What follows belongs to an exercise in optimizing a design on an open flow for small area; a production flow would make more cautious choices. Function was checked by simulation only, so behaviour that the tests miss may differ from the original. No activity file was given, so power comes from the tool's default toggle rates.

===== flow/flow/run.sh =====
#!/bin/bash
# Own layout flow: the standard ORFS flow (standard.sh), with
#  - clock tree synthesis without dummy loads, clkbuf_8 leaf clusters of up to 12 sinks
#    within 45 um,
#  - port buffers of buf_2 instead of the default delay buffer (which repair can then
#    only resize to other delay cells),
#  - power recovery after global routing (downsizes gates off the critical paths).
# ORFS writes each step's full log under orfs/logs/; make's own output goes to flow.log.
set -euo pipefail
export CTS_ARGS="-sink_clustering_enable -repair_clock_nets -dont_use_dummy_load -buf_list sky130_fd_sc_hd__clkbuf_8 -sink_clustering_size 12 -sink_clustering_max_diameter 45"
export BUFFER_PORTS_ARGS="-buffer_cell sky130_fd_sc_hd__buf_2"
export RECOVER_POWER=100
bash standard.sh > flow.log 2>&1

===== flow/standard.sh =====
#!/bin/bash
# synth_recipe.tcl (not shown) runs the flow's synth.tcl, then flattens the netlist and writes it again
# the make line also repeats each setting of config.mk as NAME=value (left out here)
make -C /OpenROAD-flow-scripts/flow DESIGN_CONFIG=/design/flow/config.mk WORK_HOME=/design/flow/orfs CLKGATE_MAP_FILE= SYNTH_SCRIPT=/design/flow/synth_recipe.tcl "${@:-finish}"

===== flow/config.mk =====
export PLATFORM = sky130hd
export DESIGN_NAME = riscv32i_cpu
export DESIGN_NICKNAME = riscv32i_cpu
export VERILOG_FILES = /design/flow/design.v
export SDC_FILE = /design/flow/constraint.sdc
export NUM_CORES = 4
export LEC_CHECK = 0
export CAP_MARGIN = 20
export CORE_MARGIN = 2
export CORE_UTILIZATION = 58
export PLACE_DENSITY = 0.68
export SETUP_SLACK_MARGIN = 0.5
export SLEW_MARGIN = 20
export SYNTH_HIERARCHICAL = 1

===== flow/constraint.sdc =====
create_clock -name core_clock -period 15.0 [get_ports {clk}]
set_input_delay 3.0000 -clock core_clock [delete_from_list [all_inputs] [get_ports {clk}]]
set_output_delay 3.0000 -clock core_clock [all_outputs]
set_load 0.01 [all_outputs]

===== flow/design.v =====
`timescale 1ns / 1ps
module riscv32i_cpu (
    input         clk, reset,
    input         Stall,
    input  [31:0] Instr,
    input         Ext_MemWrite,
    input  [31:0] Ext_WriteData, Ext_DataAdr,
    output        MemWrite,
    output [31:0] WriteData, DataAdr, ReadData,
    output [31:0] PC, Result
);
wire [2:0] f3 = Instr[14:12];
wire [4:0] rs1 = Instr[19:15];
wire [4:0] rs2 = Instr[24:20];
wire [4:0] rd  = Instr[11:7];
wire i_alu    =  Instr[4] & ~Instr[2];                           
wire i_upper  =  Instr[4] &  Instr[2];                           
wire i_load   = ~Instr[4] & ~Instr[6] & ~Instr[5];
wire i_store  = ~Instr[4] & ~Instr[6] &  Instr[5];
wire i_branch = ~Instr[4] &  Instr[6] & ~Instr[2];
wire i_jump   = ~Instr[4] &  Instr[6] &  Instr[2];               
wire i_jal    = i_jump & Instr[3];
wire i_jalr   = i_jump & ~Instr[3];
wire i_auipc  = i_upper & ~Instr[5];
wire regwrite = ~(i_store | i_branch);
wire [31:0] rf [1:31];
wire        rf_we = regwrite & ~reset & ~Stall;
wire [31:0] rd_oh = 32'b1 << rd;
genvar gi, gb;
generate
    for (gi = 1; gi < 32; gi = gi + 1) begin : g_rf
        wire        we = rf_we & rd_oh[gi];
        wire        wn = ~we;
        wire [31:0] d;
        reg  [31:0] q;
        for (gb = 0; gb < 32; gb = gb + 1) begin : g_b
            hold_m u (we, wn, Result[gb], q[gb], d[gb]);
        end
        always @(posedge clk) q <= d;
        assign rf[gi] = q;
    end
endgenerate
wire [31:0] oh1 = (reset | i_upper) ? 32'b0 : (32'b1 << rs1);
wire [31:0] oh2 = reset ? 32'b0 : (32'b1 << rs2);
wire [31:0] rd1, rd2;
wire [1023:0] rf_p1, rf_p2;
generate
    for (gi = 1; gi < 32; gi = gi + 1) begin : g_rfcat
        assign rf_p1[gi*32 +: 32] = rf[gi];
        assign rf_p2[gi*32 +: 32] = rf[gi];
    end
endgenerate
assign rf_p1[31:0] = Ext_DataAdr;
wire [31:0] pc_q;
assign rf_p2[31:0] = Ext_WriteData;
onehot_mux #(33) rp1 ({i_auipc & ~reset, oh1[31:1], reset}, {pc_q, rf_p1}, rd1);
onehot_mux #(32) rp2 ({oh2[31:1], reset}, rf_p2, rd2);
wire use_rs2 = ~reset & Instr[5] & ~Instr[2] & (Instr[4] | Instr[6]);    
wire [31:0] imm;         
wire        imm_lo = ~reset & ~i_upper;
assign imm[4:0]   = {5{imm_lo}} & (i_store ? Instr[11:7] : Instr[24:20]);
assign imm[11:5]  = {7{imm_lo}} & Instr[31:25];
assign imm[30:12] = {19{~reset}} & (i_upper ? Instr[30:12] : {19{Instr[31]}});
assign imm[31]    = ~reset & Instr[31];
wire [31:0] srcA = rd1;
wire [31:0] srcB = use_rs2 ? rd2 : imm;
wire sub = ~reset & (i_branch | (i_alu & ~f3[2] & (f3[1] | (Instr[5] & Instr[30]))));
wire [31:0] bx = srcB ^ {32{sub}};
wire [31:0] sum, xr, an;            
wire        cout;                    
bk_add32 alu_add (srcA, bx, sub, sum, cout, xr, an);
wire ltu = ~cout;
wire lt  = (srcA[31] ^ srcB[31]) ? srcA[31] : ltu;
wire eq = &xr;
wire [4:0]  shamt = srcB[4:0];
wire        left  = ~f3[2];
wire        fill  = f3[2] & Instr[30] & srcA[31];
wire [31:0] shx [0:5];       
generate
    for (gi = 0; gi < 32; gi = gi + 1) begin : g_sh
        mux2i_m u0 (srcA[gi], srcA[31-gi], left, shx[0][gi]);
    end
endgenerate
genvar gk;
generate
    for (gk = 0; gk < 5; gk = gk + 1) begin : g_shl
        wire f = (gk % 2 == 0) ? ~fill : fill;
        for (gi = 0; gi < 32; gi = gi + 1) begin : g_b
            if (gi + (1 << gk) < 32)
                mux2i_m u (shx[gk][gi], shx[gk][gi + (1 << gk)], shamt[gk], shx[gk+1][gi]);
            else
                mux2i_m u (shx[gk][gi], f, shamt[gk], shx[gk+1][gi]);
        end
    end
endgenerate
wire [31:0] shr = shx[5];
wire [31:0] shl;
generate
    for (gi = 0; gi < 32; gi = gi + 1) begin : g_rev2
        assign shl[gi] = shr[31-gi];
    end
endgenerate
wire [7:0] f3oh = i_upper ? 8'b1 : (8'b1 << f3);
wire       r_alu = i_alu | i_upper;
wire       s_sum = r_alu & f3oh[0];
wire       s_shl = r_alu & f3oh[1];
wire       s_lt  = r_alu & f3oh[2];
wire       s_ltu = r_alu & f3oh[3];
wire       s_xr  = r_alu & (f3oh[4] | f3oh[6]);
wire       s_shr = r_alu & f3oh[5];
wire       s_an  = r_alu & (f3oh[6] | f3oh[7]);
wire take = i_jal | (i_branch & ((f3[2] ? (f3[1] ? ltu : lt) : eq) ^ f3[0]));
reg  [31:0] pc_r;
assign pc_q = pc_r;
assign PC = pc_r;
wire [31:0] pc4;                  
wire [32:3] ic;
assign pc4[1:0] = pc_r[1:0];
assign pc4[2]   = ~pc_r[2];
assign ic[3]    = pc_r[2];
generate
    for (gi = 3; gi < 32; gi = gi + 1) begin : g_inc
        ha_m u (pc_r[gi], ic[gi], pc4[gi], ic[gi+1]);
    end
endgenerate
wire [31:0] immpc;       
assign immpc[0]     = 1'b0;
assign immpc[4:1]   = i_jal ? Instr[24:21] : Instr[11:8];
assign immpc[10:5]  = Instr[30:25];
assign immpc[11]    = i_jal ? Instr[20] : Instr[7];
assign immpc[19:12] = i_jal ? Instr[19:12] : {8{Instr[31]}};
assign immpc[31:20] = {12{Instr[31]}};
wire [31:0] pcadd, pca_p, pca_g;
wire        pca_c;
bk_add32 pc_add (pc_r, immpc, 1'b0, pcadd, pca_c, pca_p, pca_g);
wire        s_pcadd = take & ~i_jalr;
wire        s_pc4   = ~(take | i_jalr);
wire [31:0] pcn_t;
generate
    for (gi = 0; gi < 32; gi = gi + 1) begin : g_pcn
        aoi222 u (i_jalr, sum[gi], s_pcadd, pcadd[gi], s_pc4, pc4[gi], pcn_t[gi]);
    end
endgenerate
wire [31:0] pcnext = ~(pcn_t | {32{reset}});
always @(posedge clk)
    if (reset || !Stall) pc_r <= pcnext;
assign MemWrite  = reset ? Ext_MemWrite : i_store;
assign DataAdr   = sum;
assign WriteData = rd2;
wire [5:0]  madr = sum[7:2];
wire [63:0] moh  = 64'b1 << madr;
wire        mem_we = MemWrite & ~Stall;
wire        m_w = reset | f3[1];
wire [3:0]  be;
assign be[0] = m_w | (~sum[1] & (f3[0] | ~sum[0]));
assign be[1] = m_w | (~sum[1] & (f3[0] |  sum[0]));
assign be[2] = m_w | ( sum[1] & (f3[0] | ~sum[0]));
assign be[3] = m_w | ( sum[1] & (f3[0] |  sum[0]));
wire [31:0] wlane;
assign wlane[7:0]   = rd2[7:0];
assign wlane[15:8]  = (~m_w & ~f3[0]) ? rd2[7:0] : rd2[15:8];
assign wlane[23:16] = m_w ? rd2[23:16] : rd2[7:0];
assign wlane[31:24] = m_w ? rd2[31:24] : (f3[0] ? rd2[15:8] : rd2[7:0]);
wire [31:0] rw;
wire [31:0] wword;
assign wword[7:0]   = be[0] ? wlane[7:0]   : rw[7:0];
assign wword[15:8]  = be[1] ? wlane[15:8]  : rw[15:8];
assign wword[23:16] = be[2] ? wlane[23:16] : rw[23:16];
assign wword[31:24] = be[3] ? wlane[31:24] : rw[31:24];
wire [31:0] dm [0:63];
generate
    for (gi = 0; gi < 64; gi = gi + 1) begin : g_dm
        wire        we = mem_we & moh[gi];
        wire        wn = ~we;
        wire [31:0] d;
        reg  [31:0] q;
        for (gb = 0; gb < 32; gb = gb + 1) begin : g_b
            hold_m u (we, wn, wword[gb], q[gb], d[gb]);
        end
        always @(posedge clk) q <= d;
        assign dm[gi] = q;
    end
endgenerate
wire [2047:0] dm_cat;
generate
    for (gi = 0; gi < 64; gi = gi + 1) begin : g_dmcat
        assign dm_cat[gi*32 +: 32] = dm[gi];
    end
endgenerate
onehot_mux #(64) mp (moh, dm_cat, rw);
wire        l_w = f3[1];
wire        l_b = ~f3[1] & ~f3[0];
wire [1:0]  bsel = {sum[1] & ~l_w, sum[0] & l_b};
wire [7:0]  lo8 = bsel[1] ? (bsel[0] ? rw[31:24] : rw[23:16])
                          : (bsel[0] ? rw[15:8]  : rw[7:0]);
wire [7:0]  hi8h = (sum[1] & ~l_w) ? rw[31:24] : rw[15:8];
wire        sgn  = ~f3[2] & (l_b ? lo8[7] : hi8h[7]);
wire [31:0] ld;
assign ld[7:0]   = lo8;
assign ld[15:8]  = l_b ? {8{sgn}} : hi8h;
assign ld[31:16] = l_w ? rw[31:16] : {16{sgn}};
wire [31:0] rt1, rt2, rt3;        
generate
    for (gi = 0; gi < 32; gi = gi + 1) begin : g_res
        aoi222 u1 (s_sum, sum[gi], s_shl, shl[gi], s_xr, xr[gi], rt1[gi]);
        aoi222 u2 (s_shr, shr[gi], s_an, an[gi], i_load, ld[gi], rt2[gi]);
        if (gi == 0)
            aoi222 u3 (i_jump, pc4[gi], s_lt, lt, s_ltu, ltu, rt3[gi]);
        else
            assign rt3[gi] = ~(i_jump & pc4[gi]);
    end
endgenerate
assign Result = ~(rt1 & rt2 & rt3);
assign ReadData = Result;
endmodule
module onehot_mux #(parameter N = 32) (
    input  [N-1:0]      sel,
    input  [N*32-1:0]   d,
    output [31:0]       q
);
localparam G = (N + 2) / 3;
localparam NP = 3 * G;
wire [NP-1:0] s = {{(NP-N){1'b0}}, sel};
genvar b, g;
generate
    for (b = 0; b < 32; b = b + 1) begin : g_bit
        wire [G-1:0] t;              
        for (g = 0; g < G; g = g + 1) begin : g_grp
            if (3*g + 2 < N)
                aoi222 u (s[3*g], d[(3*g)*32 + b], s[3*g+1], d[(3*g+1)*32 + b],
                          s[3*g+2], d[(3*g+2)*32 + b], t[g]);
            else if (3*g + 1 < N)
                aoi22 u (s[3*g], d[(3*g)*32 + b], s[3*g+1], d[(3*g+1)*32 + b], t[g]);
            else
                assign t[g] = ~(s[3*g] & d[(3*g)*32 + b]);
        end
        assign q[b] = ~&t;
    end
endgenerate
endmodule
module aoi222 (input a0, b0, a1, b1, a2, b2, output y);
assign y = ~((a0 & b0) | (a1 & b1) | (a2 & b2));
endmodule
module aoi22 (input a0, b0, a1, b1, output y);
assign y = ~((a0 & b0) | (a1 & b1));
endmodule
module mux2i_m (input a, b, s, output y);
assign y = ~(s ? b : a);
endmodule
module bk_add32 (
    input  [31:0] a, b,
    input         cin,
    output [31:0] s,
    output        cout,
    output [31:0] p, g       
);
genvar i;
generate
    for (i = 0; i < 32; i = i + 1) begin : g_ha
        ha_m u (a[i], b[i], p[i], g[i]);
    end
endgenerate
wire g0c;
gcell_m u_g0 (g[0], p[0], cin, g0c);
wire G1;
gcell_m u_1 (g[1], p[1], g0c, G1);
wire G2, P2;
gp_m u_2 (g[3], p[3], g[2], p[2], G2, P2);
wire G3, P3;
gp_m u_3 (g[5], p[5], g[4], p[4], G3, P3);
wire G4, P4;
gp_m u_4 (g[7], p[7], g[6], p[6], G4, P4);
wire G5, P5;
gp_m u_5 (g[9], p[9], g[8], p[8], G5, P5);
wire G6, P6;
gp_m u_6 (g[11], p[11], g[10], p[10], G6, P6);
wire G7, P7;
gp_m u_7 (g[13], p[13], g[12], p[12], G7, P7);
wire G8, P8;
gp_m u_8 (g[15], p[15], g[14], p[14], G8, P8);
wire G9, P9;
gp_m u_9 (g[17], p[17], g[16], p[16], G9, P9);
wire G10, P10;
gp_m u_10 (g[19], p[19], g[18], p[18], G10, P10);
wire G11, P11;
gp_m u_11 (g[21], p[21], g[20], p[20], G11, P11);
wire G12, P12;
gp_m u_12 (g[23], p[23], g[22], p[22], G12, P12);
wire G13, P13;
gp_m u_13 (g[25], p[25], g[24], p[24], G13, P13);
wire G14, P14;
gp_m u_14 (g[27], p[27], g[26], p[26], G14, P14);
wire G15, P15;
gp_m u_15 (g[29], p[29], g[28], p[28], G15, P15);
wire G16, P16;
gp_m u_16 (g[31], p[31], g[30], p[30], G16, P16);
wire G17;
gcell_m u_17 (G2, P2, G1, G17);
wire G18, P18;
gp_m u_18 (G4, P4, G3, P3, G18, P18);
wire G19, P19;
gp_m u_19 (G6, P6, G5, P5, G19, P19);
wire G20, P20;
gp_m u_20 (G8, P8, G7, P7, G20, P20);
wire G21, P21;
gp_m u_21 (G10, P10, G9, P9, G21, P21);
wire G22, P22;
gp_m u_22 (G12, P12, G11, P11, G22, P22);
wire G23, P23;
gp_m u_23 (G14, P14, G13, P13, G23, P23);
wire G24, P24;
gp_m u_24 (G16, P16, G15, P15, G24, P24);
wire G25;
gcell_m u_25 (G18, P18, G17, G25);
wire G26, P26;
gp_m u_26 (G20, P20, G19, P19, G26, P26);
wire G27, P27;
gp_m u_27 (G22, P22, G21, P21, G27, P27);
wire G28, P28;
gp_m u_28 (G24, P24, G23, P23, G28, P28);
wire G29;
gcell_m u_29 (G26, P26, G25, G29);
wire G30, P30;
gp_m u_30 (G28, P28, G27, P27, G30, P30);
wire G31;
gcell_m u_31 (G30, P30, G29, G31);
wire G32;
gcell_m u_32 (G27, P27, G29, G32);
wire G33;
gcell_m u_33 (G19, P19, G25, G33);
wire G34;
gcell_m u_34 (G21, P21, G29, G34);
wire G35;
gcell_m u_35 (G23, P23, G32, G35);
wire G36;
gcell_m u_36 (G3, P3, G17, G36);
wire G37;
gcell_m u_37 (G5, P5, G25, G37);
wire G38;
gcell_m u_38 (G7, P7, G33, G38);
wire G39;
gcell_m u_39 (G9, P9, G29, G39);
wire G40;
gcell_m u_40 (G11, P11, G34, G40);
wire G41;
gcell_m u_41 (G13, P13, G32, G41);
wire G42;
gcell_m u_42 (G15, P15, G35, G42);
wire G43;
gcell_m u_43 (g[2], p[2], G1, G43);
wire G44;
gcell_m u_44 (g[4], p[4], G17, G44);
wire G45;
gcell_m u_45 (g[6], p[6], G36, G45);
wire G46;
gcell_m u_46 (g[8], p[8], G25, G46);
wire G47;
gcell_m u_47 (g[10], p[10], G37, G47);
wire G48;
gcell_m u_48 (g[12], p[12], G33, G48);
wire G49;
gcell_m u_49 (g[14], p[14], G38, G49);
wire G50;
gcell_m u_50 (g[16], p[16], G29, G50);
wire G51;
gcell_m u_51 (g[18], p[18], G39, G51);
wire G52;
gcell_m u_52 (g[20], p[20], G34, G52);
wire G53;
gcell_m u_53 (g[22], p[22], G40, G53);
wire G54;
gcell_m u_54 (g[24], p[24], G32, G54);
wire G55;
gcell_m u_55 (g[26], p[26], G41, G55);
wire G56;
gcell_m u_56 (g[28], p[28], G35, G56);
wire G57;
gcell_m u_57 (g[30], p[30], G42, G57);
wire [32:0] c;
assign c[0] = cin;
assign c[1] = g0c;
assign c[2] = G1;
assign c[3] = G43;
assign c[4] = G17;
assign c[5] = G44;
assign c[6] = G36;
assign c[7] = G45;
assign c[8] = G25;
assign c[9] = G46;
assign c[10] = G37;
assign c[11] = G47;
assign c[12] = G33;
assign c[13] = G48;
assign c[14] = G38;
assign c[15] = G49;
assign c[16] = G29;
assign c[17] = G50;
assign c[18] = G39;
assign c[19] = G51;
assign c[20] = G34;
assign c[21] = G52;
assign c[22] = G40;
assign c[23] = G53;
assign c[24] = G32;
assign c[25] = G54;
assign c[26] = G41;
assign c[27] = G55;
assign c[28] = G35;
assign c[29] = G56;
assign c[30] = G42;
assign c[31] = G57;
assign c[32] = G31;
generate
    for (i = 0; i < 32; i = i + 1) begin : g_s
        xor2_m u (p[i], c[i], s[i]);
    end
endgenerate
assign cout = c[32];
endmodule
module ha_m (input a, b, output s, c);
assign s = a ^ b;
assign c = a & b;
endmodule
module gp_m (input gh, ph, gl, pl, output g, p);
assign g = gh | (ph & gl);
assign p = ph & pl;
endmodule
module gcell_m (input gh, ph, gl, output g);
assign g = gh | (ph & gl);
endmodule
module xor2_m (input a, b, output y);
assign y = a ^ b;
endmodule
module hold_m (input e, en, d, q, output y);
assign y = (e & d) | (en & q);
endmodule

==> results of run 1 <==
[power groups by stage]
stage | clock network (mW) | registers [mW] | logic (mW)
floorplan | 0 | 9.72 | 1.65
detailed placement | 0 | 9.89 | 2.76
CTS | 4.92 | 9.73 | 2.85
global route | 5.24 | 9.85 | 3.16
global placement | 0 | 9.83 | 2.69
finish | 4.96 | 9.76 | 3.12
[state kept, by name, indices dropped and copies added (netlist names)]
signal / cells
g_dm.q: 2048
g_rf.q: 992
pc_r: 32
[layer usage]
metal	vias to the layer above	wire length, um
li1	44900	-
met1	56000	198000
met3	2177	100000
met2	10800	206000
met5	-	901
met4	72	39100
[repair_timing]
| action | CTS | global route |
|---|---|---|
| cloned | 12 | 16 |
| setup endpoints to repair | 64 | 64 |
| gates resized for setup | 99 | 193 |
| hold buffers | 0 | 0 |
| buffers inserted | 31 | 81 |
| pin swaps | 76 | 150 |
[layout make-up]
| cell class | instances | area share |
|---|---|---|
| Clock buffer | 357 | 0.0367 |
| Tap cell | 2656 | 0.0248 |
| Sequential cell | 3072 | 0.462 |
| Multi-Input combinational cell | 6412 | 0.421 |
| Antenna cell | 52 | 0.000972 |
| Timing Repair Buffer | 889 | 0.0522 |
| Inverter | 77 | 0.00216 |
[critical path: cells and delay by family]
kind                       cells  cell delay [ps]
xor gates and xnor gates       2              610
buffers and inverters          6             1110
AOI/OAI and AO/OA              7             2750
muxes                          1              550
adders and majority gates      1              260
and+or+nand+nor               11             3810
[stage by stage]
step,instance area (um^2),setup slack [ps],setup TNS (ps),hold slack [ps],cells
5_1_grt,134000,174,0,481,13500
3_3_place_gp,126000,-626,-25440,450,12900
2_1_floorplan,117000,513,0,438,9653
4_1_cts,132000,502,0,470,13300
3_5_place_dp,126000,-633,-24460,451,12900
6_report,134000,-150,-978,469,13500
[how the worst min path moves through the flow]
stage          cells past startpoint        endpoint  slack [ps]
2_1_floorplan                      1    g_dm[0].q[0]         440
3_3_place_gp                       1  g_dm[54].q[27]         450
3_5_place_dp                       1  g_dm[21].q[13]         450
4_1_cts                            1  g_dm[51].q[24]         470
5_1_grt                            1  g_dm[51].q[24]         480
6_report                           1  g_dm[25].q[30]         470
[cells in the final DEF, fill, tap and decap left out, types with 161 or more instances in the layout]
cell	instances
sky130_fd_sc_hd__nand2_1	209
sky130_fd_sc_hd__dfxtp_1	3040
sky130_fd_sc_hd__mux2i_1	222
sky130_fd_sc_hd__a222oi_1	1441
sky130_fd_sc_hd__buf_2	192
sky130_fd_sc_hd__nand4_1	265
sky130_fd_sc_hd__clkbuf_8	357
sky130_fd_sc_hd__buf_4	487
sky130_fd_sc_hd__nor2_2	161
sky130_fd_sc_hd__a22o_1	3040
==> summary.txt, run 1 <==
The source of the worst hold timing path is g_dm[25].q[30]. The transition at the pin with the smallest max-transition slack came out at 5040 ps. The aggregate global routing overflow is 0. The total detailed-routing wirelength came out at 544000 um. The clock net in this run drives a total of 3072 sinks. The layout checks failed on max-capacitance violations, max-slew violations, negative setup slack. The fraction of met1 tracks used by global routing is 0.653. Among all stages on the critical path, the largest delay is contributed by sky130_fd_sc_hd__a222oi_1. The most critical setup path has its startpoint at Instr[23]. The run finished, with violations left.

The cell area that synthesis handed to floorplanning was 117000 um^2. The detailed router's first-iteration violation count came out at 28000. Setup repair after global routing could not meet its margin everywhere. The worst setup path endpoint is ReadData[2].

The first global-routing pass estimated roughly 760000 um of wire. In this run the critical register-to-register path is launched from g_rf[21].q[0]. The H-tree depth came out at 5. On the worst path, the slowest cell contributes a delay of 760 ps. Counting the fill cells in the layout gives 15200. The die covers slightly above 200000 um^2. For this run, design rule violations remaining after detail routing come to 0. The vias after detailed routing is around 110k. The path class of the tightest hold or removal check is reg2reg. The worst-case headroom to the max-slew limit is -2.36. The depth of the most critical reg-to-reg path came out at 27. Among the stages of the critical path, the cell type that occurs most often is sky130_fd_sc_hd__a222oi_1. The die extent in y came out at 453 um.

In the global route stage, met3 resource usage came out at 0.257. In this run the worst path has a maximum fanout of 12. In the finished design, the share of the clock period the worst path needs comes to 1.01. The net switching fraction of the power is 0.306. The initial standard-cell utilization of the core came out at 0.584. The count of final hold-check violations came to 0.

The post-CTS clock slew at the launch and capture registers of the worst setup and hold paths came out at 50 ps. Clock latency on the worst-skew pair, taken at its later pin, is 1150 ps. In this run the tool buffered the top-level ports with 258 buffer cells. The number of cell rows came out at 164. Across all register-to-register paths, the minimum setup slack is 2960 ps. The detailed-placement wirelength estimate came out at approximately 350000 um. The number of detailed-route iterations in the first pass is 14. The minimum setup slack in the final design is -150 ps. The critical path start-end classification is in2out. The via count normalized by instance count came out at 8.43. STA puts the critical path data required time at 12000 ps. The number of standard cells after synthesis came out at a little under 10000.

TritonCTS built the clock tree. In the global route stage, met2 resource usage came out at 0.661. The power density over the cells came out at 133 nW/um^2. Entering global routing, the biggest net connects between 60 and 70 pins.

The leakage component of the power is slightly above 50 nW. The number of antenna violations at the first check in global routing came to 77. The deepest clock path buffer count came out at 4.

The share of post-route cells with drive strength above 1 is 0.153. The CTS buffer count came out at 357. Once detail routing completed, the nets flagged for antenna violations numbered 0. In this run the most used layer during global routing was met2. The worst setup path is launched from an input pin. The root buffer cell is sky130_fd_sc_hd__clkbuf_8. For this run, the share of the core covered by cells in the final layout is 0.669. The detail-routed net length per standard cell is around 40 um. The total chip power came out at about 18 mW. The internal cell power is 12.4 mW. Of the total power, combinational logic draws 0.175. Yosys printed 7 warnings.

The timing-limited maximum frequency came out at 66.0 MHz. The core footprint came out at 200000 um^2. The worst setup path is captured at a primary output. Registers take 61800 um^2. The endpoint identified for the worst register-to-register timing path is g_dm[59].q[17]. The floorplan die width is 453 um.

The peak supply drop is 0.168 mV. The max-cap violation count came out at 36. The number of global-route vias before repair is 103000. The number of primary I/O pins came out at 261. The clock period minus worst slack is 15150 ps.

The worst clock skew came out at 159 ps. The switching power total came out at around 5.5 mW. For this run, the total global-route usage over all layers was measured as 0.498. The total count of max-transition violations in the final report is 2159. The sequential share of power is 0.547. The final-stage net count came out at 11000.

The final setup violation count is 18. The average size of a mapped cell is 12.1 um^2. The layout-stage area growth over the synthesis result came out at 14.7%. The placer congestion estimate came out at ~1.1. The power share of the clock group came out at 0.278. The worst path arrival time came out at 12150 ps. In the final layout, the multi-input gates occupy 56300 um^2.
==> inputs of run 2 (changes only) <==
==> flow/run.sh (new file) <==
#!/bin/bash
# synth_recipe.tcl (not shown) runs the flow's synth.tcl, then flattens the netlist and writes it again
# the make line also repeats each setting of config.mk as NAME=value (left out here)
make -C /OpenROAD-flow-scripts/flow DESIGN_CONFIG=/design/flow/config.mk WORK_HOME=/design/flow/orfs CLKGATE_MAP_FILE= SYNTH_SCRIPT=/design/flow/synth_recipe.tcl finish
--- a/flow/config.mk
+++ b/flow/config.mk
@@ -10,2 +10,5 @@
 export CORE_UTILIZATION = 58
+export CTS_BUF_LIST = sky130_fd_sc_hd__clkbuf_16
+export CTS_CLUSTER_DIAMETER = 70
+export CTS_CLUSTER_SIZE = 22
 export PLACE_DENSITY = 0.68
removed: flow/flow/run.sh
removed: flow/standard.sh
==> summary.txt, run 2 <==
The clock insertion delay at the later pin of the skew report is 890 ps (-260 ps). The number of primary I/O pins is 261 (unchanged). The minimum setup slack in the final design came out at 175 ps (+325 ps).

The number of filler instances in the final layout came to 14500 (-4.5%). The period utilization was 0.988 (-0.0217). The timing-limited maximum frequency is 67.5 MHz (+2.2%). The number of standard cells after synthesis came to 9651 (unchanged). The aggregate global routing overflow came out at 0 (unchanged). The number of remaining DRC errors came to 0 (unchanged). The number of detailed-route iterations in the first pass is 15 (+1). The initial standard-cell utilization of the core is 0.584 (unchanged). The vias after detailed routing came out at 115000 (+0.52%). The depth of the most critical reg-to-reg path came to 34 (+26%). The max-cap violation count is 0 (-100%). The worst setup path is of the in2out kind. The summed instance area of the synthesized netlist came out at 117000 um^2 (unchanged). The worst clock skew came to 49.4 ps (-109 ps).

The placer congestion estimate is 1.06 (-1.4%). The via count normalized by instance count came to 8.30 (-1.6%). The global-route wire length before repair came out at 762000 um (+0.70%). The path category of the worst min-delay check is reg2reg. The number of synthesis warnings is 7 (unchanged). The run finished with no timing, DRC or antenna violations. Setup repair after global routing could not meet its margin everywhere. The worst-case headroom to the max-slew limit came out at 0.132 (+2.49). The number of flip-flops under the largest register name came to 2048 (unchanged). The number of cell rows is 164 (unchanged). The core footprint was 200000 um^2 (unchanged). The area of the die is 205000 um^2 (unchanged). The root buffer cell is sky130_fd_sc_hd__clkbuf_16.

The detailed-placement wirelength estimate is 354000 um (+2.5%). The maximum single-stage delay on the critical path came out at 770 ps (about the same). The detail-routed net length per standard cell is 39.6 um (-1.7%).

The count of final hold-check violations was 0 (unchanged). The total count of max-transition violations in the final report is 0 (-100%). The overall global routing resource usage is 0.502 (+0.00387). The leakage component of the power was 53.8 nW (+4.6%). The power density over the cells is 132 nW/um^2 (-1.4%). The data required time at the worst endpoint came out at 12000 ps (about the same). The floorplan die width was 453 um (unchanged). The largest registers in the layout are g_dm.q: 2048 flops, g_rf.q: 992 flops, pc_r: 32 flops. The hold slack came out at 475 ps (+6.25 ps). Relative to the synthesized area, the layout overhead comes to 18.5%. The peak supply drop came to 0.190 mV (+13%). The transition at the pin with the smallest max-transition slack came out at 1300 ps (-3740 ps).

The detailed router's first-iteration violation count is 28300 (+1.0%). The deepest clock path buffer count is 3 (-1). The clock period minus worst slack was 14830 ps (-325 ps). The total detailed-routing wirelength is 546000 um (+0.36%). The number of buffers added on ports came out at 258 (unchanged).

The die extent in y is 453 um (unchanged). The slowest stage of the critical path is the sky130_fd_sc_hd__nor2_4 cell. The startpoint type of the worst setup path is an input pin. The final-stage net count came out at 11200 (+1.9%). The number of global-route vias before repair is 104000 (+1.1%). Leaving out fill and tap cells, the most frequent cells in the layout are 3040 x sky130_fd_sc_hd__a22o_1, 3040 x sky130_fd_sc_hd__dfxtp_1, 1441 x sky130_fd_sc_hd__a222oi_1. The post-route setup TNS is 0 ps (+978 ps). The post-route antenna net violation count came to 0 (unchanged). STA classifies the critical path endpoint as a primary output. The clock net sink count is 3072 (unchanged). The register with the highest flop count is g_dm.q. The worst path arrival time is 11830 ps (-320 ps). The critical-path maximum fanout is 32 (+20). TritonCTS built the clock tree. The average size of a mapped cell is 12.1 um^2 (unchanged). The number of stages on the worst hold path came out at 1 (unchanged).

The number of antenna violations at the first check in global routing came out at 69 (-10%). The share of post-route cells with drive strength above 1 came to 0.158 (+0.00547). By instance count, the cell type seen most on the critical path is sky130_fd_sc_hd__buf_4. The largest net degree at the start of global routing is 65 (unchanged). The CTS buffer count came to 173 (-52%). The pre-CTS setup slack is -475 ps (+158 ps).

The H-tree depth is 4 (-1). The final setup violation count is 0 (-18). The post-CTS clock slew at the launch and capture registers of the worst setup and hold paths came out at 80 ps (+30 ps).
## run 2: report_power, final
part / internal (mW) / total, mW / switching, mW / leakage [nW]
combinational: 1.29 / 3.26 / 1.97 / 26.3
sequential: 9.13 / 9.77 / 0.633 / 25.0
clock: 2.28 / 5.16 / 2.89 / 2.56
total: 12.7 / 18.2 / 5.49 / 53.8
## run 2: path summary, 6_finish.rpt
kind	start	to	slack, ps
setup / recovery	Instr[15]	ReadData[17]	170
hold / removal	g_dm[27].q[30]	g_dm[27].q[30]	480
setup reg to reg	g_rf[6].q[0]	g_rf[17].q[28]	6390
hold reg to reg	g_dm[27].q[30]	g_dm[27].q[30]	480
## run 2: per-stage QoR
| stage | instances | total power [mW] | utilization | cell area (um^2) |
|---|---|---|---|---|
| floorplan | 9653 | 11.4 | - | 117000 |
| global placement | 13400 | 12.8 | 0.657 | 131000 |
| detailed placement | 13400 | 12.9 | 0.659 | 132000 |
| CTS | 13700 | 17.9 | 0.686 | 137000 |
| global route | 13800 | 18.6 | 0.691 | 138000 |
| finish | 13800 | 18.2 | 0.692 | 138000 |
## run 2: worst max-delay path: cells and delay by family
family | cells | cell delay (ps)
AOI/OAI and AO/OA | 8 | 2070
muxes | 1 | 280
and+or+nand+nor | 12 | 3430
adders and majority gates | 1 | 280
buffers and inverters | 8 | 2240
xor gates and xnor gates | 1 | 430
## run 2: area by class of cell
cell class | count | area [um^2] | share of cell area
timing repair buffer | 1299 | 11600 | 0.0836
tap | 2656 | 3320 | 0.0240
clock buffer | 176 | 4400 | 0.0319
multi-input combinational | 6392 | 55900 | 0.404
sequential | 3072 | 61800 | 0.447
clock inverter | 62 | 796 | 0.00576
inverter | 77 | 289 | 0.00209
antenna | 66 | 165 | 0.00119
## run 2: per-layer routing
layer	track usage	up-vias	part of all wire
li1	-	45500	-
met1	0.649	56100	0.36
met2	0.668	10800	0.39
met3	0.264	2113	0.19
met4	0.263	70	0.071
met5	0.0194	-	0.00089
## run 2: repair_timing
item,4_1_cts,5_1_grt
hold buffers,0,0
pin swaps,26,82
cloned,0,3
endpoints found under the setup margin,64,64
gates resized for setup,74,118
buffers inserted,8,19
==> inputs of run 3 (changes only) <==
--- a/flow/design.v
+++ b/flow/design.v
@@ -144,4 +144,11 @@
 wire [31:0] pcnext = ~(pcn_t | {32{reset}});
-always @(posedge clk)
-    if (reset || !Stall) pc_r <= pcnext;
+wire        pc_we = reset | ~Stall;
+wire        pc_wn = ~pc_we;
+wire [31:0] pc_d;
+generate
+    for (gi = 0; gi < 32; gi = gi + 1) begin : g_pcd
+        hold_m u (pc_we, pc_wn, pcnext[gi], pc_r[gi], pc_d[gi]);
+    end
+endgenerate
+always @(posedge clk) pc_r <= pc_d;
 assign MemWrite  = reset ? Ext_MemWrite : i_store;
==> flow/flow/run.sh (new file) <==
#!/bin/bash
# Own layout flow: the standard ORFS flow (standard.sh), with
#  - clock tree synthesis without dummy loads, clkbuf_16 leaf clusters of up to 22 sinks
#    within 70 um,
#  - port buffers of buf_2 instead of the default delay buffer (which repair can then
#    only resize to other delay cells),
# ORFS writes each step's full log under orfs/logs/; make's own output goes to flow.log.
set -euo pipefail
export CTS_ARGS="-sink_clustering_enable -repair_clock_nets -dont_use_dummy_load -buf_list sky130_fd_sc_hd__clkbuf_16 -sink_clustering_size 22 -sink_clustering_max_diameter 70"
export BUFFER_PORTS_ARGS="-buffer_cell sky130_fd_sc_hd__buf_2"
bash standard.sh > flow.log 2>&1
==> flow/standard.sh (new file) <==
#!/bin/bash
# synth_recipe.tcl (not shown) runs the flow's synth.tcl, then flattens the netlist and writes it again
# the make line also repeats each setting of config.mk as NAME=value (left out here)
make -C /OpenROAD-flow-scripts/flow DESIGN_CONFIG=/design/flow/config.mk WORK_HOME=/design/flow/orfs CLKGATE_MAP_FILE= SYNTH_SCRIPT=/design/flow/synth_recipe.tcl "${@:-finish}"
--- a/flow/config.mk
+++ b/flow/config.mk
@@ -10,7 +10,4 @@
 export CORE_UTILIZATION = 58
-export CTS_BUF_LIST = sky130_fd_sc_hd__clkbuf_16
-export CTS_CLUSTER_DIAMETER = 70
-export CTS_CLUSTER_SIZE = 22
 export PLACE_DENSITY = 0.68
-export SETUP_SLACK_MARGIN = 0.5
+export SETUP_SLACK_MARGIN = 1.0
 export SLEW_MARGIN = 20
removed: flow/run.sh
==> summary.txt, run 3 <==
The number of antenna violations at the first check in global routing was 61 (-12%). The clock insertion delay at the later pin of the skew report is 890 ps (about the same). The post-CTS clock slew at the launch and capture registers of the worst setup and hold paths came out at 50 ps (-30 ps). The number of synthesis warnings came out at 7 (unchanged). The count of final hold-check violations is 0 (unchanged). The depth of the most critical reg-to-reg path came out at 35 (+2.9%).

The worst path arrival time is 11430 ps (-400 ps). Setup repair after global routing could not meet its margin everywhere. The number of detailed-route iterations in the first pass is 15 (unchanged).

The placer congestion estimate is 1.06 (about the same). The worst setup path is launched from an input pin. The number of buffers added on ports is 258 (unchanged).

The global-route wire length before repair came out at 776000 um (+1.8%). The setup slack of the most critical reg-to-reg path is 6050 ps (-340 ps). The initial standard-cell utilization of the core came to 0.584 (about the same). In this run the critical register-to-register path is launched from g_rf[21].q[0]. The run finished with no timing, DRC or antenna violations. The minimum setup slack in the final design came to 573 ps (+398 ps). The average size of a mapped cell is 12.0 um^2 (-0.59%). The post-route antenna net violation count was 0 (unchanged). The leakage component of the power is 52.4 nW (-2.6%). The path class of the tightest hold or removal check is reg2reg.

The deepest clock path buffer count came to 3 (unchanged). The register with the most flip-flops in the final layout is g_dm.q. The cell count along the critical path came out at 34 (+9.7%). The number of remaining DRC errors is 0 (unchanged). The number of standard cells after synthesis is 9713 (+0.64%). The sum of met3 wire segment lengths after detailed routing came out at 82800 um (-18%). The clock net sink count came out at 3072 (unchanged).

The detailed-routing wirelength on met1 came out at 180000 um (-7.8%). The number of buffer and inverter stages on the critical path came out at 9 (+1). The H-tree depth came out at 4 (unchanged). The number of stages on the worst hold path came out at 1 (unchanged). TritonCTS built the clock tree. The aggregate global routing overflow is 0 (unchanged). The detailed router's first-iteration violation count came out at 26100 (-7.7%).

The final-stage net count came to 11000 (-1.7%). On the critical path, the stage with the largest delay is an instance of sky130_fd_sc_hd__nand4_1. The worst hold path terminates at g_dm[49].q[0].

In this run the top signal layer used is met5. The maximum single-stage delay on the critical path is 670 ps (-100 ps). The timing-limited maximum frequency came out at 69.3 MHz (+2.8%). The detailed-placement wirelength estimate is 362000 um (+2.3%). The floorplan die width is 453 um (about the same). The largest registers in the layout are g_dm.q: 2048 flops, g_rf.q: 992 flops, pc_r: 32 flops. The number of cell rows came out at 164 (unchanged). In the layout the commonest cells are 3073 x sky130_fd_sc_hd__a22o_1, 3072 x sky130_fd_sc_hd__dfxtp_1, 1441 x sky130_fd_sc_hd__a222oi_1. The final setup violation count came out at 0 (unchanged). The summed instance area of the synthesized netlist was 117000 um^2 (about the same).

The total count of max-transition violations in the final report came out at 0 (unchanged). The data required time at the worst endpoint is 12000 ps (about the same). The max-cap violation count is 0 (unchanged). The vias after detailed routing came out at 113000 (-0.96%). The critical path start-end classification is in2out. Leaving out fill and tap cells, the most frequent cell in the layout is sky130_fd_sc_hd__a22o_1. The transition at the pin with the smallest max-transition slack is 1350 ps (+50.1 ps).

The layout-stage area growth over the synthesis result came out at 15.8%. The pre-CTS setup slack is -355 ps (+120 ps). The core footprint is 200000 um^2 (unchanged).

The total chip power came to 17.4 mW (-4.2%). The endpoint identified for the worst register-to-register timing path is g_rf[12].q[24]. The detail-routed net length per standard cell came out at 41.1 um (+3.8%).

The power density over the cells is 129 nW/um^2 (-2.1%). The via count normalized by instance count is 8.38 (+0.95%). The total detailed-routing wirelength is 556000 um (+1.8%). The clock period minus worst slack is 14430 ps (-398 ps). The register area came to 61500 um^2 (-0.52%). The utilization after layout came out at 0.677 (-0.0152). The period utilization came out at 0.962 (-0.0266). The quantity of hold-fixing buffers added after cts came to 0 (unchanged). The number of global-route vias before repair was 105000 (+0.59%). The wire length on met2 is 227000 um (+7.9%). The worst-case headroom to the max-slew limit came out at 0.0989 (-0.0334). The share of post-route cells with drive strength above 1 came out at 0.165 (+0.00673). The kind of end point of the critical path is a primary output. The peak supply drop is 0.139 mV (-27%).

The worst clock skew was 89.3 ps (+39.9 ps). The overall global routing resource usage is 0.513 (+0.0108). The largest net degree at the start of global routing was 65 (unchanged). The number of flip-flops under the largest register name is 2048 (unchanged). The area of the die is 205000 um^2 (about the same).

The CTS buffer count came to 171 (-1.2%). The die extent in y is 453 um (about the same). The worst hold path begins at g_dm[49].q[0].

The number of primary I/O pins came out at 261 (unchanged). The number of filler instances in the final layout is 15000 (+3.1%). The critical-path maximum fanout was 14 (-56%).

The area of the multi-input gates is 57000 um^2 (+2.0%). The category of cells accounting for the largest share of critical-path delay is compound AO/OA/AOI/OAI gates. CTS placed an instance of sky130_fd_sc_hd__clkbuf_16 at the clock tree root.
## run 3: stage by stage
| stage | hold WS (ps) | setup TNS [ps] | area (um^2) | cells |
|---|---|---|---|---|
| after global placement | 450 | -1640 | 127000 | 13100 |
| after CTS | 472 | 0 | 133000 | 13400 |
| after floorplan | 438 | 0 | 118000 | 9715 |
| final | 472 | 0 | 135000 | 13500 |
| after global routing | 485 | 0 | 135000 | 13500 |
| after detailed placement | 451 | -7510 | 127000 | 13100 |
## run 3: what timing repair did
action                                  4_1_cts  5_1_grt
setup buffers                                73       83
gates cloned                                  9        5
endpoints found under the setup margin       64       64
resized for setup                           153      221
pin swaps                                   110      190
## run 3: per-layer routing
| metal | track usage | vias to the layer above |
|---|---|---|
| li1 | - | 45100 |
| met1 | 0.587 | 55400 |
| met2 | 0.739 | 10400 |
| met3 | 0.193 | 2579 |
| met4 | 0.472 | 24 |
| met5 | 0.00700 | - |
## run 3: layout make-up
class | count | area share
Antenna cell | 57 | 0.00105
Clock buffer | 171 | 0.0316
Inverter | 77 | 0.00214
Multi-Input combinational cell | 6459 | 0.422
Sequential cell | 3072 | 0.455
Tap cell | 2656 | 0.0246
Timing Repair Buffer | 1047 | 0.0640
## run 3: worst reg2reg max path, delay by kind of cell (launching register included)
family	cells	cell delay, ps
compound gates	11	2710
xor+xnor	2	570
fa+ha+maj	1	330
buf+inv	9	2040
flops	1	330
mux	1	280
simple gates	11	2620
## run 3: how the worst max path moves through the flow
stage,start,endpoint,slack [ps]
global placement,Instr[23],Result[31],-200
global route,Instr[24],ReadData[25],690
finish,Instr[23],Result[17],570
CTS,Instr[23],Result[26],1000
detailed placement,Instr[23],Result[31],-360
floorplan,reset,Result[21],1000
## run 3: report_power, final
part           total [mW]  switching (mW)  internal (mW)
registers            9.67           0.602           9.07
logic                3.06            1.89           1.17
clock network        4.70            2.67           2.02
==> inputs of run 4 (changes only) <==
--- a/flow/config.mk
+++ b/flow/config.mk
@@ -11,3 +11,3 @@
 export PLACE_DENSITY = 0.68
-export SETUP_SLACK_MARGIN = 1.0
+export SETUP_SLACK_MARGIN = 0.8
 export SLEW_MARGIN = 20
==> summary.txt, run 4 <==
The run finished with no timing, DRC or antenna violations. The placer congestion estimate was 1.12 (+5.5%). The min-delay analysis places its worst path in the category reg2reg. The aggregate global routing overflow came to 0 (unchanged).

The global-route wire length before repair is 766000 um (-1.3%). The depth of the most critical reg-to-reg path was 29 (-17%). The largest net degree at the start of global routing came out at 65 (unchanged).

The peak supply drop came to 0.134 mV (-4.1%). CTS placed an instance of sky130_fd_sc_hd__clkbuf_16 at the clock tree root. The most prevalent standard cell on the critical path is sky130_fd_sc_hd__buf_4. The data required time at the worst endpoint is 12000 ps (about the same). The post-CTS clock slew at the launch and capture registers of the worst setup and hold paths came out at 80 ps (+30 ps).

Among all stages on the critical path, the largest delay is contributed by sky130_fd_sc_hd__a222oi_1. The critical-path maximum fanout came out at 10 (-4). The clock net sink count came out at 3072 (unchanged).

The register with the highest flop count is g_dm.q. The total detailed-routing wirelength is 547000 um (-1.7%). The number of stages on the worst hold path came out at 1 (unchanged). The share of post-route cells with drive strength above 1 is 0.167 (+0.00205).

The worst clock skew is 107 ps (+17.8 ps). The number of global-route vias before repair is 105000 (-0.17%). The transition at the pin with the smallest max-transition slack came to 1280 ps (-71.0 ps). The initial standard-cell utilization of the core is 0.584 (unchanged).

Setup repair after global routing could not meet its margin everywhere. The number of synthesis warnings is 7 (unchanged). The vias after detailed routing came to 114000 (+0.42%). The number of antenna violations at the first check in global routing is 60 (-1.6%). The number of flip-flops under the largest register name is 2048 (unchanged).

The total chip power came out at 17.3 mW (-0.69%). The number of buffers added on ports came out at 258 (unchanged). The overall global routing resource usage is 0.505 (-0.00844). The number of standard cells after synthesis was 9713 (unchanged).

The leakage component of the power came out at 52.6 nW (+0.38%). The kind of end point of the critical path is a primary output. The floorplan die width came out at 453 um (unchanged).

TritonCTS built the clock tree. The maximum single-stage delay on the critical path is 830 ps (+160 ps). The number of primary I/O pins is 261 (unchanged). The max-cap violation count is 0 (unchanged). The number of cell rows is 164 (unchanged). The area of the die came to 205000 um^2 (unchanged). The worst-case headroom to the max-slew limit was 0.144 (+0.0453). The cell count along the critical path came to 33 (-2.9%). The detail-routed net length per standard cell is 40.1 um (-2.3%). The utilization after layout is 0.675 (-0.00152).

The total count of max-transition violations in the final report is 0 (unchanged). The timing-limited maximum frequency came out at 68.6 MHz (-1.0%). The post-route antenna net violation count came out at 0 (unchanged). The die extent in y came to 453 um (unchanged). The final-stage net count is 11100 (+0.86%). The library cells used most frequently in the layout, excluding fill and tap cells, are 3073 x sky130_fd_sc_hd__a22o_1, 3072 x sky130_fd_sc_hd__dfxtp_1, 1441 x sky130_fd_sc_hd__a222oi_1. The core footprint came out at 200000 um^2 (unchanged). The H-tree depth is 4 (unchanged). The deepest clock path buffer count is 3 (unchanged). The worst setup path is launched from an input pin.

The period utilization came out at 0.972 (+0.00974). The number of detailed-route iterations in the first pass came out at 17 (+2). The count of final hold-check violations came out at 0 (unchanged). The critical path start-end classification is in2out. The number of filler instances in the final layout came out at 15200 (+1.2%).

The worst path arrival time came out at 11570 ps (+140 ps). The number of buffer and inverter stages on the critical path came out at 11 (+2). The quantity of hold-fixing buffers added after cts came out at 0 (unchanged). The clock insertion delay at the later pin of the skew report is 890 ps (about the same). The final setup violation count came to 0 (unchanged). Relative to the synthesized area, the layout overhead comes to 15.6%.

The average size of a mapped cell is 12.0 um^2 (unchanged). The detailed-placement wirelength estimate is 349000 um (-3.6%). The summed instance area of the synthesized netlist came out at 117000 um^2 (unchanged). The CTS buffer count came out at 167 (-2.3%). The power density over the cells came out at 128 nW/um^2 (-0.47%). The via count normalized by instance count is 8.36 (-0.18%). The clock period minus worst slack is 14570 ps (+146 ps). In the final layout, the registers with the most flip-flops are g_dm.q: 2048 flops, g_rf.q: 992 flops, pc_r: 32 flops. Grouping stages by cell kind, the critical path spends the most delay in simple AND/OR/NAND/NOR gates. The detailed router's first-iteration violation count came out at 26200 (+0.51%). The library cell used most frequently in the layout, excluding fill and tap cells, is sky130_fd_sc_hd__a22o_1. The number of remaining DRC errors is 0 (unchanged).
==> run 4: cell types whose count changed in the layout (fill, tap and decap cells not counted), sizes merged <==
cell	previous run	this run
clkbuf	181	171
clkinv	13	9
diode	57	43
buf	1036	1139
bufbuf	1	0
nor2	338	341
inv	64	68
==> run 4: through the flow <==
stage                     hold WS [ps]  TNS (ps)  area, um^2  std cells  setup WS (ps)
after detailed placement           452      -205      128000      13300          -82.9
after floorplan                    438         0      117000       9715            814
final                              475         0      135000      13600            427
after global placement             450     -76.9      128000      13300          -35.3
after CTS                          474         0      133000      13500            802
after global routing               483         0      135000      13600            702
==> run 4: final cells by class <==
class,instances,area [um^2],area share
sequential,3072,61500,0.456
multi-input combinational,6462,56500,0.419
timing repair buffer,1143,9030,0.0669
clock buffer,167,4180,0.0310
tap,2656,3320,0.0246
inverter,77,289,0.00214
antenna,43,108,0.000797
==> run 4: worst paths after layout <==
kind,slack (ps),end,start
max,430,Result[14],Instr[2]
min,480,g_dm[55].q[28],g_dm[55].q[28]
max reg2reg,6230,g_rf[27].q[6],g_rf[2].q[5]
min reg2reg,480,g_dm[55].q[28],g_dm[55].q[28]
==> run 4: what timing repair did <==
item,in CTS,in global routing
endpoints found under the setup margin,64,64
gates resized for setup,56,136
setup buffers,26,78
pin swaps,24,113
gates cloned,1,13
==> run 4: worst register-to-register path: cells and delay by family (launching register included) <==
| kind | cells | cell delay (ps) |
|---|---|---|
| DFF | 1 | 340 |
| AOI/OAI and AO/OA | 8 | 2760 |
| xor gates and xnor gates | 2 | 360 |
| buffers and inverters | 9 | 1610 |
| muxes | 1 | 550 |
| and+or+nand+nor | 8 | 2650 |
| adders and majority gates | 1 | 320 |
==> run 4: report_power, final <==
| part | total [mW] | internal, mW | switching [mW] |
|---|---|---|---|
| clock network | 4.64 | 1.98 | 2.66 |
| registers | 9.66 | 9.07 | 0.598 |
| logic | 3.01 | 1.17 | 1.83 |
| total | 17.3 | 12.2 | 5.09 |
==> run 4: routing by layer <==
metal	up-vias	track usage	part of all wire
li1	45200	-	-
met5	-	0.00396	0.00084
met3	2685	0.167	0.14
met2	10600	0.721	0.41
met4	42	0.445	0.11
met1	55400	0.605	0.33

what the ideal ports hide:
How much do the figures lean on ideal ports? The routed layouts below were timed once more, with nothing changed but the port constraints.
Step 1 assumes that a clkbuf_16 drives the clock port and a buf_2 every other input.
Step 2 moves the port delays by t, midway between the first and last clock arrival at a register: inputs arrive t later, outputs are due t later. That takes back most of the time a late clock gives input paths.
a / b / c = no drivers / after step 1 / after step 2; a / b = the first two.
| run | t (ns) | setup slack, ns | worst slew at a driven data input, ns |
|---|---|---|---|
| run 1 | 1.179 | -0.150 / -0.225 / -0.225 | 0.23 |
| run 2 | 0.958 | 0.175 / 0.144 / 0.144 | 0.13 |
| run 3 | 0.955 | 0.573 / 0.490 / 0.490 | 0.35 |
| run 4 | 0.938 | 0.427 / 0.381 / 0.381 | 0.21 |
For run 3, which loses most, drivers alone change the setup slack by -0.083 ns; drivers and shift together by -0.083 ns.
